From an optimization exercise on the open Yosys and OpenROAD flow, aimed at small area, a short achievable clock period and few clock cycles per item; shortcuts taken in it are not production practice.
Where RTL was checked, it was by simulation tests only, not by an equivalence proof against the original.

==> inputs of try-zinc <==
// sigmoid_unit
module sigmoid_unit (
    input  wire               clk,
    input  wire               rst,
    input  wire               in_valid,
    input  wire signed [15:0] net_in,
    output wire               out_valid,
    output wire signed [31:0] f_net,
    output wire signed [31:0] x,
    output wire signed [31:0] y,
    output wire signed [31:0] z
);
reg [15:0] net_q;
reg        v0;
always @(posedge clk) begin
    net_q <= net_in;
    v0    <= in_valid & ~rst;
end
wire        s0 = net_q[15];
wire [15:0] dp0;
wire [16:0] dp0_p, dp0_g;
assign dp0_g[0] = s0; assign dp0_p[0] = 1'b0;
assign dp0_p[1] = (net_q[0] ^ s0) ^ (1'b0); assign dp0_g[1] = (net_q[0] ^ s0) & (1'b0);
assign dp0_p[2] = (net_q[1] ^ s0) ^ (1'b0); assign dp0_g[2] = (net_q[1] ^ s0) & (1'b0);
assign dp0_p[3] = (net_q[2] ^ s0) ^ (1'b0); assign dp0_g[3] = (net_q[2] ^ s0) & (1'b0);
assign dp0_p[4] = (net_q[3] ^ s0) ^ (1'b1); assign dp0_g[4] = (net_q[3] ^ s0) & (1'b1);
  ...
==> flow/config.mk <==
export PLATFORM = sky130hd
export DESIGN_NAME = sigmoid_unit
export DESIGN_NICKNAME = sigmoid_unit
export VERILOG_FILES = /design/flow/design.v
export SDC_FILE = /design/flow/constraint.sdc
export NUM_CORES = 4
export LEC_CHECK = 0
export ABC_AREA = 1
export CAP_MARGIN = 20
export CORE_MARGIN = 2
export CORE_UTILIZATION = 40
export CTS_BUF_LIST = sky130_fd_sc_hd__clkbuf_4 sky130_fd_sc_hd__clkbuf_8
export SLEW_MARGIN = 20
==> flow/constraint.sdc <==
create_clock -name core_clock -period 62.0 [get_ports {clk}]
set_input_delay 12.4000 -clock core_clock [delete_from_list [all_inputs] [get_ports {clk}]]
set_output_delay 12.4000 -clock core_clock [all_outputs]
set_load 0.01 [all_outputs]
standard.sh (not shown) runs the stock make flow with config.mk's settings and CLKGATE_MAP_FILE= SYNTH_SCRIPT=/design/flow/synth_recipe.tcl, a recipe that flattens the netlist after the stock synthesis.
==> flow/flow/run.sh <==
#!/bin/bash
set -euo pipefail
export BUFFER_PORTS_ARGS="-buffer_cell sky130_fd_sc_hd__buf_1"
# one tie cell drives all constant outputs
export SKIP_REPAIR_TIE_FANOUT=1
# stronger flip-flops where one drives several output buffers
export POST_GLOBAL_PLACE_TCL=$PWD/flow/upsize_out_ff.tcl UPSIZE_FF4_MIN=4 UPSIZE_FF2_MIN=2
bash standard.sh > standard.log 2>&1
==> flow/flow/upsize_out_ff.tcl <==
# Give the flip-flops that drive several output-port buffers (the copies of
# the sign bits, and the z bits that also drive f_net) a stronger drive.
set block [ord::get_db_block]
set n_up 0
foreach inst [$block getInsts] {
  if {[[$inst getMaster] getName] ne "sky130_fd_sc_hd__dfxtp_1"} { continue }
  set q [$inst findITerm Q]
  set net [$q getNet]
  if {$net eq "NULL"} { continue }
  set nout 0
  foreach it [$net getITerms] {
    if {[string match "output*" [[$it getInst] getName]]} { incr nout }
  }
  if {$nout >= $::env(UPSIZE_FF4_MIN)} {
    replace_cell [$inst getName] sky130_fd_sc_hd__dfxtp_4
    incr n_up
  } elseif {$nout >= $::env(UPSIZE_FF2_MIN)} {
    replace_cell [$inst getName] sky130_fd_sc_hd__dfxtp_2
    incr n_up
  }
}
puts "upsize_out_ff: resized $n_up flip-flops"
==> inputs of try-cedar, as changes to try-zinc <==
--- a/flow/design.v
+++ b/flow/design.v
@@ -12,102 +12,15 @@
 reg [15:0] net_q;
 reg        v0;
 always @(posedge clk) begin
     net_q <= net_in;
     v0    <= in_valid & ~rst;
 end
 wire        s0 = net_q[15];
-wire [15:0] dp0;
-wire [16:0] dp0_p, dp0_g;
-assign dp0_g[0] = s0; assign dp0_p[0] = 1'b0;
-assign dp0_p[1] = (net_q[0] ^ s0) ^ (1'b0); assign dp0_g[1] = (net_q[0] ^ s0) & (1'b0);
-assign dp0_p[2] = (net_q[1] ^ s0) ^ (1'b0); assign dp0_g[2] = (net_q[1] ^ s0) & (1'b0);
-assign dp0_p[3] = (net_q[2] ^ s0) ^ (1'b0); assign dp0_g[3] = (net_q[2] ^ s0) & (1'b0);
-assign dp0_p[4] = (net_q[3] ^ s0) ^ (1'b1); assign dp0_g[4] = (net_q[3] ^ s0) & (1'b1);
-assign dp0_p[5] = (net_q[4] ^ s0) ^ (1'b0); assign dp0_g[5] = (net_q[4] ^ s0) & (1'b0);
-assign dp0_p[6] = (net_q[5] ^ s0) ^ (1'b1); assign dp0_g[6] = (net_q[5] ^ s0) & (1'b1);
-assign dp0_p[7] = (net_q[6] ^ s0) ^ (1'b1); assign dp0_g[7] = (net_q[6] ^ s0) & (1'b1);
-assign dp0_p[8] = (net_q[7] ^ s0) ^ (1'b1); assign dp0_g[8] = (net_q[7] ^ s0) & (1'b1);
-assign dp0_p[9] = (net_q[8] ^ s0) ^ (1'b1); assign dp0_g[9] = (net_q[8] ^ s0) & (1'b1);
-assign dp0_p[10] = (net_q[9] ^ s0) ^ (1'b1); assign dp0_g[10] = (net_q[9] ^ s0) & (1'b1);
-assign dp0_p[11] = (net_q[10] ^ s0) ^ (1'b0); assign dp0_g[11] = (net_q[10] ^ s0) & (1'b0);
-assign dp0_p[12] = (net_q[11] ^ s0) ^ (1'b0); assign dp0_g[12] = (net_q[11] ^ s0) & (1'b0);
-assign dp0_p[13] = (net_q[12] ^ s0) ^ (1'b0); assign dp0_g[13] = (net_q[12] ^ s0) & (1'b0);
-assign dp0_p[14] = (net_q[13] ^ s0) ^ (1'b0); assign dp0_g[14] = (net_q[13] ^ s0) & (1'b0);
-assign dp0_p[15] = (net_q[14] ^ s0) ^ (1'b0); assign dp0_g[15] = (net_q[14] ^ s0) & (1'b0);
-assign dp0_p[16] = (net_q[15] ^ s0) ^ (1'b0); assign dp0_g[16] = (net_q[15] ^ s0) & (1'b0);
-wire dp0_g0_1 = dp0_g[1] | (dp0_p[1] & dp0_g[0]);
-wire dp0_p0_1 = dp0_p[1] & dp0_p[0];
-wire dp0_g0_4 = dp0_g[4] | (dp0_p[4] & dp0_g[3]);
-wire dp0_p0_4 = dp0_p[4] & dp0_p[3];
-wire dp0_g0_7 = dp0_g[7] | (dp0_p[7] & dp0_g[6]);
-wire dp0_p0_7 = dp0_p[7] & dp0_p[6];
-wire dp0_g0_10 = dp0_g[10] | (dp0_p[10] & dp0_g[9]);
-wire dp0_p0_10 = dp0_p[10] & dp0_p[9];
-wire dp0_g0_13 = dp0_g[13] | (dp0_p[13] & dp0_g[12]);
-wire dp0_p0_13 = dp0_p[13] & dp0_p[12];
-wire dp0_g0_16 = dp0_g[16] | (dp0_p[16] & dp0_g[15]);
-wire dp0_p0_16 = dp0_p[16] & dp0_p[15];
-wire dp0_g1_2 = dp0_g[2] | (dp0_p[2] & dp0_g0_1);
-wire dp0_p1_2 = dp0_p[2] & dp0_p0_1;
-wire dp0_g1_5 = dp0_g[5] | (dp0_p[5] & dp0_g0_4);
-wire dp0_p1_5 = dp0_p[5] & dp0_p0_4;
-wire dp0_g1_8 = dp0_g[8] | (dp0_p[8] & dp0_g0_7);
-wire dp0_p1_8 = dp0_p[8] & dp0_p0_7;
-wire dp0_g1_11 = dp0_g[11] | (dp0_p[11] & dp0_g0_10);
-wire dp0_p1_11 = dp0_p[11] & dp0_p0_10;
-wire dp0_g1_14 = dp0_g[14] | (dp0_p[14] & dp0_g0_13);
-wire dp0_p1_14 = dp0_p[14] & dp0_p0_13;
-wire dp0_g2_5 = dp0_g1_5 | (dp0_p1_5 & dp0_g1_2);
-wire dp0_p2_5 = dp0_p1_5 & dp0_p1_2;
-wire dp0_g2_11 = dp0_g1_11 | (dp0_p1_11 & dp0_g1_8);
-wire dp0_p2_11 = dp0_p1_11 & dp0_p1_8;
-wire dp0_g3_8 = dp0_g1_8 | (dp0_p1_8 & dp0_g2_5);
-wire dp0_p3_8 = dp0_p1_8 & dp0_p2_5;
-wire dp0_g3_11 = dp0_g2_11 | (dp0_p2_11 & dp0_g2_5);
-wire dp0_p3_11 = dp0_p2_11 & dp0_p2_5;
-wire dp0_g4_14 = dp0_g1_14 | (dp0_p1_14 & dp0_g3_11);
-wire dp0_p4_14 = dp0_p1_14 & dp0_p3_11;
-wire dp0_g5_3 = dp0_g[3] | (dp0_p[3] & dp0_g1_2);
-wire dp0_p5_3 = dp0_p[3] & dp0_p1_2;
-wire dp0_g5_4 = dp0_g0_4 | (dp0_p0_4 & dp0_g1_2);
-wire dp0_p5_4 = dp0_p0_4 & dp0_p1_2;
-wire dp0_g5_6 = dp0_g[6] | (dp0_p[6] & dp0_g2_5);
-wire dp0_p5_6 = dp0_p[6] & dp0_p2_5;
-wire dp0_g5_7 = dp0_g0_7 | (dp0_p0_7 & dp0_g2_5);
-wire dp0_p5_7 = dp0_p0_7 & dp0_p2_5;
-wire dp0_g5_9 = dp0_g[9] | (dp0_p[9] & dp0_g3_8);
-wire dp0_p5_9 = dp0_p[9] & dp0_p3_8;
-wire dp0_g5_10 = dp0_g0_10 | (dp0_p0_10 & dp0_g3_8);
-wire dp0_p5_10 = dp0_p0_10 & dp0_p3_8;
-wire dp0_g5_12 = dp0_g[12] | (dp0_p[12] & dp0_g3_11);
-wire dp0_p5_12 = dp0_p[12] & dp0_p3_11;
-wire dp0_g5_13 = dp0_g0_13 | (dp0_p0_13 & dp0_g3_11);
-wire dp0_p5_13 = dp0_p0_13 & dp0_p3_11;
-wire dp0_g5_15 = dp0_g[15] | (dp0_p[15] & dp0_g4_14);
-wire dp0_p5_15 = dp0_p[15] & dp0_p4_14;
-wire dp0_g5_16 = dp0_g0_16 | (dp0_p0_16 & dp0_g4_14);
-wire dp0_p5_16 = dp0_p0_16 & dp0_p4_14;
-assign dp0[0] = dp0_p[1] ^ dp0_g[0];
-assign dp0[1] = dp0_p[2] ^ dp0_g0_1;
-assign dp0[2] = dp0_p[3] ^ dp0_g1_2;
-assign dp0[3] = dp0_p[4] ^ dp0_g5_3;
-assign dp0[4] = dp0_p[5] ^ dp0_g5_4;
-assign dp0[5] = dp0_p[6] ^ dp0_g2_5;
-assign dp0[6] = dp0_p[7] ^ dp0_g5_6;
-assign dp0[7] = dp0_p[8] ^ dp0_g5_7;
-assign dp0[8] = dp0_p[9] ^ dp0_g3_8;
-assign dp0[9] = dp0_p[10] ^ dp0_g5_9;
-assign dp0[10] = dp0_p[11] ^ dp0_g5_10;
-assign dp0[11] = dp0_p[12] ^ dp0_g3_11;
-assign dp0[12] = dp0_p[13] ^ dp0_g5_12;
-assign dp0[13] = dp0_p[14] ^ dp0_g5_13;
-assign dp0[14] = dp0_p[15] ^ dp0_g4_14;
-assign dp0[15] = dp0_p[16] ^ dp0_g5_15;
-wire [15:0] d0 = dp0;
+wire [15:0] d0 = ((net_q ^ {16{s0}}) + {15'd0, s0} + 16'd1000);
 wire [10:0] tk9 = 11'd1953;
 wire [10:0] df9;
 wire        ge9;
 pfx_row_h3_11_11 row9 (.t(tk9), .d(d0[10:0]), .hz(~|d0[15:11]), .ge(ge9), .r(df9));
 wire [10:0] tr9 = df9;
 wire [11:0] tk8 = {tr9, 1'b0};
 wire [11:0] df8;
==> flow/flow/run.sh (replaced) <==
#!/bin/bash
set -euo pipefail
export BUFFER_PORTS_ARGS="-buffer_cell sky130_fd_sc_hd__buf_1"
# one tie cell drives all constant outputs
export SKIP_REPAIR_TIE_FANOUT=1
bash standard.sh > standard.log 2>&1
removed: flow/flow/upsize_out_ff.tcl
==> flow_metrics.tcl <==
set metrics [dict create \
    outcome "finished clean" \
    place_area_sq_um 11300 \
    wl_met1_um 10600 \
    grt_pass1_wl_um 40100 \
    yosys-top-cells-count "322 x nand2_1, 190 x inv_1, 146 x ha_1" \
    worst_path_max_delay_cell "dfxtp_2" \
    pre_cts_slack_ns 49.07 \
    cp_max_fo 3 \
]
Source of the figures above: try-zinc

==> flow_metrics.tcl <==
set metrics [dict create \
    outcome "finished clean" \
    cp_max_fo 6 \
    yosys-top-cells-count "357 x nand2_1, 184 x inv_1, 140 x ha_1" \
    worst_path_max_delay_cell "dfxtp_1" \
    grt_pass1_wl_um 38000 \
    pre_cts_slack_ns 48.96 \
    place_area_sq_um 11300 \
]
Source of the figures above: try-cedar

Testbench counts of try-cedar, summed over its fixed seeds: cycles 16,024, items 16,000.
For try-zinc, only the layout was checked, not whether the RTL still works.

## static timing again, ports no longer ideal
The flow's constraints put no driver on any port. The routed layouts listed below were extracted and timed again, unchanged, in two steps.
Step 1 (the two cells are an assumption about what drives the block):
set clk [get_ports {clk}]
set_driving_cell -lib_cell sky130_fd_sc_hd__clkbuf_16 $clk
set_driving_cell -lib_cell sky130_fd_sc_hd__buf_2 [delete_from_list [all_inputs] $clk]
Step 2, shift: input delay + t, output delay - t, t = (earliest + latest rising clock arrival at the registers) / 2. This alone moves slack from input paths to output paths.
Three values: ideal, step 1, step 2; two values: the first two.
| run | t (ns) | slack for setup (ns) | hold slack, ns | worst setup path at the end | worst register clock-pin slew, ns |
|---|---|---|---|---|---|
| try-zinc | 0.432 | 48.645 / 48.604 / 49.036 | 0.412 / 0.412 / 0.412 | register to output | 0.13 / 0.13 |
| try-cedar | 0.424 | 48.659 / 48.619 / 49.043 | 0.407 / 0.407 / 0.407 | register to output | 0.11 / 0.11 |
After both steps setup and hold are still met in every run listed.
